This is an optimization exercise on Yosys and OpenROAD, whose aim is small area and a short achievable clock period, not a production implementation. The RTL was checked by simulation tests, not by an equivalence proof against the original design. Power figures rest on the tool's default switching activity, not on a simulated workload.

==> 08-27: inputs <==
==> flow/design.v (excerpt) <==
module alu_top (
    input   CLK,rst,
    input   [3 : 0] ALU_FUNC,
    input   [15 : 0] A,
    input   [15 : 0] B,
    output  [31 : 0] Arith_OUT, Logic_OUT, CMP_OUT,Shift_OUT,
    output  Carry_OUT, Arith_Flag, Logic_Flag, CMP_Flag, Shift_Flag
);
Settings: LEC_CHECK=0, ABC_AREA=1, CAP_MARGIN=20, CORE_MARGIN=2, CORE_UTILIZATION=40, SLEW_MARGIN=20; clock period 130.0 ns.
run.sh (not shown) runs the stock make flow with config.mk's settings and CLKGATE_MAP_FILE= SYNTH_SCRIPT=/design/flow/synth_recipe.tcl, a recipe that flattens the netlist after the stock synthesis.
==> 07-16: changes against 08-27 <==
Settings changed: ABC_AREA 1 to default.
==> summary.txt <==
Between 08-27 and 07-16, the lower non-clock buffer count is in 08-27 (gap 15).
Synthesized area: 08-27 is smaller than 07-16 (2.7%).
In 07-16 the critical path depth is lower than in 08-27, by 69.
Clock power: 08-27 is larger than 07-16 (7.7%).
In 07-16 the worst setup slack is lower than in 08-27, by 0.62 ns.
==> figures <==
item	08-27	07-16
Status	finished clean	finished clean
Met1 routed wirelength after detailed routing	26930 um	31440 um
Part of the power in combinational logic	0.835	0.858
Die outline area	52540 um2	53950 um2
Seq pwr share	0.087	0.078
Fraction of standard cell area in multi-input logic	0.7044	0.7462
Die outline width	229.2 um	232.3 um
Grt met3 use	0.03349	0.04470
Non-clock buffer share	0.06865	0.07122
Met2 wire length	33540 um	34900 um
Minimum hold slack	0.4992 ns	0.4775 ns
Count of multi-input gates	2054	2077

---

==> inputs of 04-24 <==
Another version of the RTL of alu_top (not shown whole).
==> module alu_top, before the edit <==
module alu_top (
    input   CLK,rst,
    input   [3 : 0] ALU_FUNC,
    input   [15 : 0] A,
    input   [15 : 0] B,
    output  [31 : 0] Arith_OUT, Logic_OUT, CMP_OUT,Shift_OUT,
    output  Carry_OUT, Arith_Flag, Logic_Flag, CMP_Flag, Shift_Flag
);
wire Arith_EN, Logic_EN, CMP_EN, Shift_EN;
Decoder_Unit U0 (
    .DEC_ALU_FUNC(ALU_FUNC[3 : 2]),
    .DEC_Arith_Enable(Arith_EN),
    .DEC_Logic_Enable(Logic_EN),
    .DEC_CMP_Enable  (CMP_EN),
    .DEC_Shift_Enable(Shift_EN)
);
wire Sub = |ALU_FUNC;
wire [17 : 0] Sum_x = {1'b0, A, 1'b1} + {1'b0, B ^ {16{Sub}}, Sub};
wire [16 : 0] Sum = Sum_x[17 : 1];
Arithmetic_Unit U1 (
    .clk(CLK), .rst(rst), .A(A), .B(B),
    .Arith_ALU_FUNC(ALU_FUNC[1 : 0]), .Arith_Enable(Arith_EN), .Sum(Sum),
    .Arith_OUT(Arith_OUT), .Carry_OUT(Carry_OUT), .Arith_Flag(Arith_Flag)
);
Logic_Unit U2 (
    .clk(CLK), .rst(rst), .A(A), .B(B),
    .Logic_ALU_FUNC(ALU_FUNC[1 : 0]), .Logic_Enable(Logic_EN),
    .Logic_OUT(Logic_OUT), .Logic_Flag(Logic_Flag)
);
CMP_Unit U3 (
    .clk(CLK), .rst(rst), .Sum(Sum),
    .CMP_ALU_FUNC(ALU_FUNC[1 : 0]), .CMP_Enable(CMP_EN),
    .CMP_OUT(CMP_OUT), .CMP_Flag(CMP_Flag)
);
Shift_Unit U4 (
    .clk(CLK), .rst(rst), .A(A), .B(B),
    .Shift_ALU_FUNC(ALU_FUNC[1 : 0]), .Shift_Enable(Shift_EN),
    .Shift_OUT(Shift_OUT), .Shift_Flag(Shift_Flag)
);
endmodule
Settings: LEC_CHECK=0, ABC_AREA=1, CAP_MARGIN=20, CORE_MARGIN=2, CORE_UTILIZATION=40, SLEW_MARGIN=20, SYNTH_HIERARCHICAL=1, SYNTH_MINIMUM_KEEP_SIZE=0; clock period 130.0 ns.
==> 12-11 (differences from 04-24) <==
--- a/flow/design.v
+++ b/flow/design.v
@@ -1671,8 +1671,16 @@
     .DEC_Shift_Enable(Shift_EN)
 );
 wire Sub = |ALU_FUNC;
-wire [17 : 0] Sum_x = {1'b0, A, 1'b1} + {1'b0, B ^ {16{Sub}}, Sub};
-wire [16 : 0] Sum = Sum_x[17 : 1];
+wire [16 : 0] Sum;
+wire [16 : 0] Carry;
+assign Carry[0] = Sub;
+genvar i;
+generate
+    for (i = 0; i < 16; i = i + 1) begin : add
+        FA_Cell FA (.a(A[i]), .b(B[i] ^ Sub), .c(Carry[i]), .s(Sum[i]), .co(Carry[i + 1]));
+    end
+endgenerate
+assign Sum[16] = Carry[16];
 Arithmetic_Unit U1 (
     .clk(CLK), .rst(rst), .A(A), .B(B),
     .Arith_ALU_FUNC(ALU_FUNC[1 : 0]), .Arith_Enable(Arith_EN), .Sum(Sum),
==> flow/flow/run.sh (new file) <==
#!/bin/bash
# The standard layout, with the port buffers made of the smallest buffer
# cell (sky130_fd_sc_hd__buf_1), and timing repair asked to leave 92 ns of setup
# slack at the design's clock period, so that it sizes up the critical paths.
set -euo pipefail
export BUFFER_PORTS_ARGS="-buffer_cell sky130_fd_sc_hd__buf_1"
export SETUP_SLACK_MARGIN=92
bash standard.sh > standard.log 2>&1
==> flow/standard.sh (new file) <==
#!/bin/bash
# synth_recipe.tcl (not shown) runs the flow's synth.tcl, then flattens the netlist and writes it again
# the make line also repeats each setting of config.mk as NAME=value (left out here)
make -C /OpenROAD-flow-scripts/flow DESIGN_CONFIG=/design/flow/config.mk WORK_HOME=/design/flow/orfs CLKGATE_MAP_FILE= SYNTH_SCRIPT=/design/flow/synth_recipe.tcl "${@:-finish}"
removed: flow/run.sh
==> 12-21 (differences from 04-24) <==
--- a/flow/design.v
+++ b/flow/design.v
@@ -1671,8 +1671,16 @@
     .DEC_Shift_Enable(Shift_EN)
 );
 wire Sub = |ALU_FUNC;
-wire [17 : 0] Sum_x = {1'b0, A, 1'b1} + {1'b0, B ^ {16{Sub}}, Sub};
-wire [16 : 0] Sum = Sum_x[17 : 1];
+wire [16 : 0] Sum;
+wire [16 : 0] Carry;
+assign Carry[0] = Sub;
+genvar i;
+generate
+    for (i = 0; i < 16; i = i + 1) begin : add
+        FA_Cell FA (.a(A[i]), .b(B[i] ^ Sub), .c(Carry[i]), .s(Sum[i]), .co(Carry[i + 1]));
+    end
+endgenerate
+assign Sum[16] = Carry[16];
 Arithmetic_Unit U1 (
     .clk(CLK), .rst(rst), .A(A), .B(B),
     .Arith_ALU_FUNC(ALU_FUNC[1 : 0]), .Arith_Enable(Arith_EN), .Sum(Sum),
==> flow/flow/run.sh (new file) <==
#!/bin/bash
# The standard layout with two changes:
# * synthesis maps the divider modules (Div_Unit, Div_Step_*) with ORFS's ABC area
#   script, which gives the faster divider here, and every other module with ORFS's
#   ABC speed script (ABC_AREA 0 in config.mk), which gives the smaller netlist there.
#   Everything else in synthesis is the standard synthesis (synth_recipe.tcl).
# * the port buffers are the smallest buffer cell (sky130_fd_sc_hd__buf_1).
set -euo pipefail
HERE=$(pwd)
# ORFS's synth.tcl with its one abc call split in two
sed 's|^  log_cmd abc {\*}\$abc_args$|  set abc_args_area [lreplace $abc_args 1 1 $::env(SCRIPTS_DIR)/abc_area.script]\n  log_cmd abc {*}$abc_args_area Div_Unit Div_Step_*\n  log_cmd abc {*}$abc_args|' \
    "$FLOW_HOME/scripts/synth.tcl" > "$HERE/synth_mixed.tcl"
grep -q 'abc_args_area Div_Unit' "$HERE/synth_mixed.tcl"
# The standard flow's synthesis script, sourcing that synth.tcl
sed "s|source \$::env(SCRIPTS_DIR)/synth.tcl|source $HERE/synth_mixed.tcl|" synth_recipe.tcl > "$HERE/mixed_synth.tcl"
grep -q "source $HERE/synth_mixed.tcl" "$HERE/mixed_synth.tcl"
# The standard layout command, with that synthesis script
sed "s|SYNTH_SCRIPT=[^ ]*|SYNTH_SCRIPT=$HERE/mixed_synth.tcl|" standard.sh > "$HERE/mixed_standard.sh"
grep -q "SYNTH_SCRIPT=$HERE/mixed_synth.tcl" "$HERE/mixed_standard.sh"
export BUFFER_PORTS_ARGS="-buffer_cell sky130_fd_sc_hd__buf_1"
bash "$HERE/mixed_standard.sh" > standard.log 2>&1
==> flow/standard.sh (new file) <==
#!/bin/bash
# synth_recipe.tcl (not shown) runs the flow's synth.tcl, then flattens the netlist and writes it again
# the make line also repeats each setting of config.mk as NAME=value (left out here)
make -C /OpenROAD-flow-scripts/flow DESIGN_CONFIG=/design/flow/config.mk WORK_HOME=/design/flow/orfs CLKGATE_MAP_FILE= SYNTH_SCRIPT=/design/flow/synth_recipe.tcl "${@:-finish}"
Settings changed: ABC_AREA 1 to 0.
removed: flow/run.sh
==> out/qor.csv <==
metric;value;unit
cp_num_buf_inv;11;
required;130.25;ns
min_to;U4.Val[2]$_DFFE_PN0P_;
powerClk;0.0000275;W
power_frac_seq;0.120;
buffer_area_frac;0.0394;
status;no timing/DRC/antenna violations;
grt_max_degree;59;
grt_setup_unrepaired;no;
(the above is from 12-21)
==> out/qor.csv <==
metric;value;unit
min_to;U1.Arith_OUT[3]$_DFFE_PN0P_;
required;130.30;ns
status;no timing/DRC/antenna violations;
power_frac_seq;0.105;
(the above is from 04-24)
==> out/qor.csv <==
metric;value;unit
status;no timing/DRC/antenna violations;
buffer_area_frac;0.132;
power_frac_seq;0.096;
min_to;U1.Arith_OUT[23]$_DFFE_PN0P_;
grt_max_degree;62;
required;130.29;ns
(the above is from 12-11)

## re-timing with driven ports
Ports are ideal in the flow. The routed layouts listed here were re-timed in OpenROAD. Step 1: set_driving_cell puts a clkbuf_16 on CLK and a buf_2 on each other input, an assumption about the parent block. Step 2 adds t to the input delays and takes it off the output delays; t is the mean of the earliest and latest rising clock arrival at the registers after step 1. Input paths then give back, and output paths get back, about the clock's delay inside the block. Three values: ideal ports, drivers, drivers and shift; two values: the first two.
run	t, ns	setup WS [ns]	worst setup path after step 2	clock arrival spread, ns
08-27	0.435	74.252 / 74.201 / 73.765	input to register	0.013 / 0.013
07-16	0.431	73.635 / 73.672 / 73.241	input to register	0.014 / 0.014
04-24	0.404	86.404 / 86.428 / 86.024	input to register	0.015 / 0.015
12-11	0.390	89.561 / 89.581 / 89.191	input to register	0.014 / 0.015
12-21	0.387	86.948 / 86.969 / 86.582	input to register	0.010 / 0.010
After both steps setup and hold are still met in every run listed. For 08-27, which loses most, drivers alone change the setup slack by -0.051 ns; drivers and shift together by -0.487 ns.
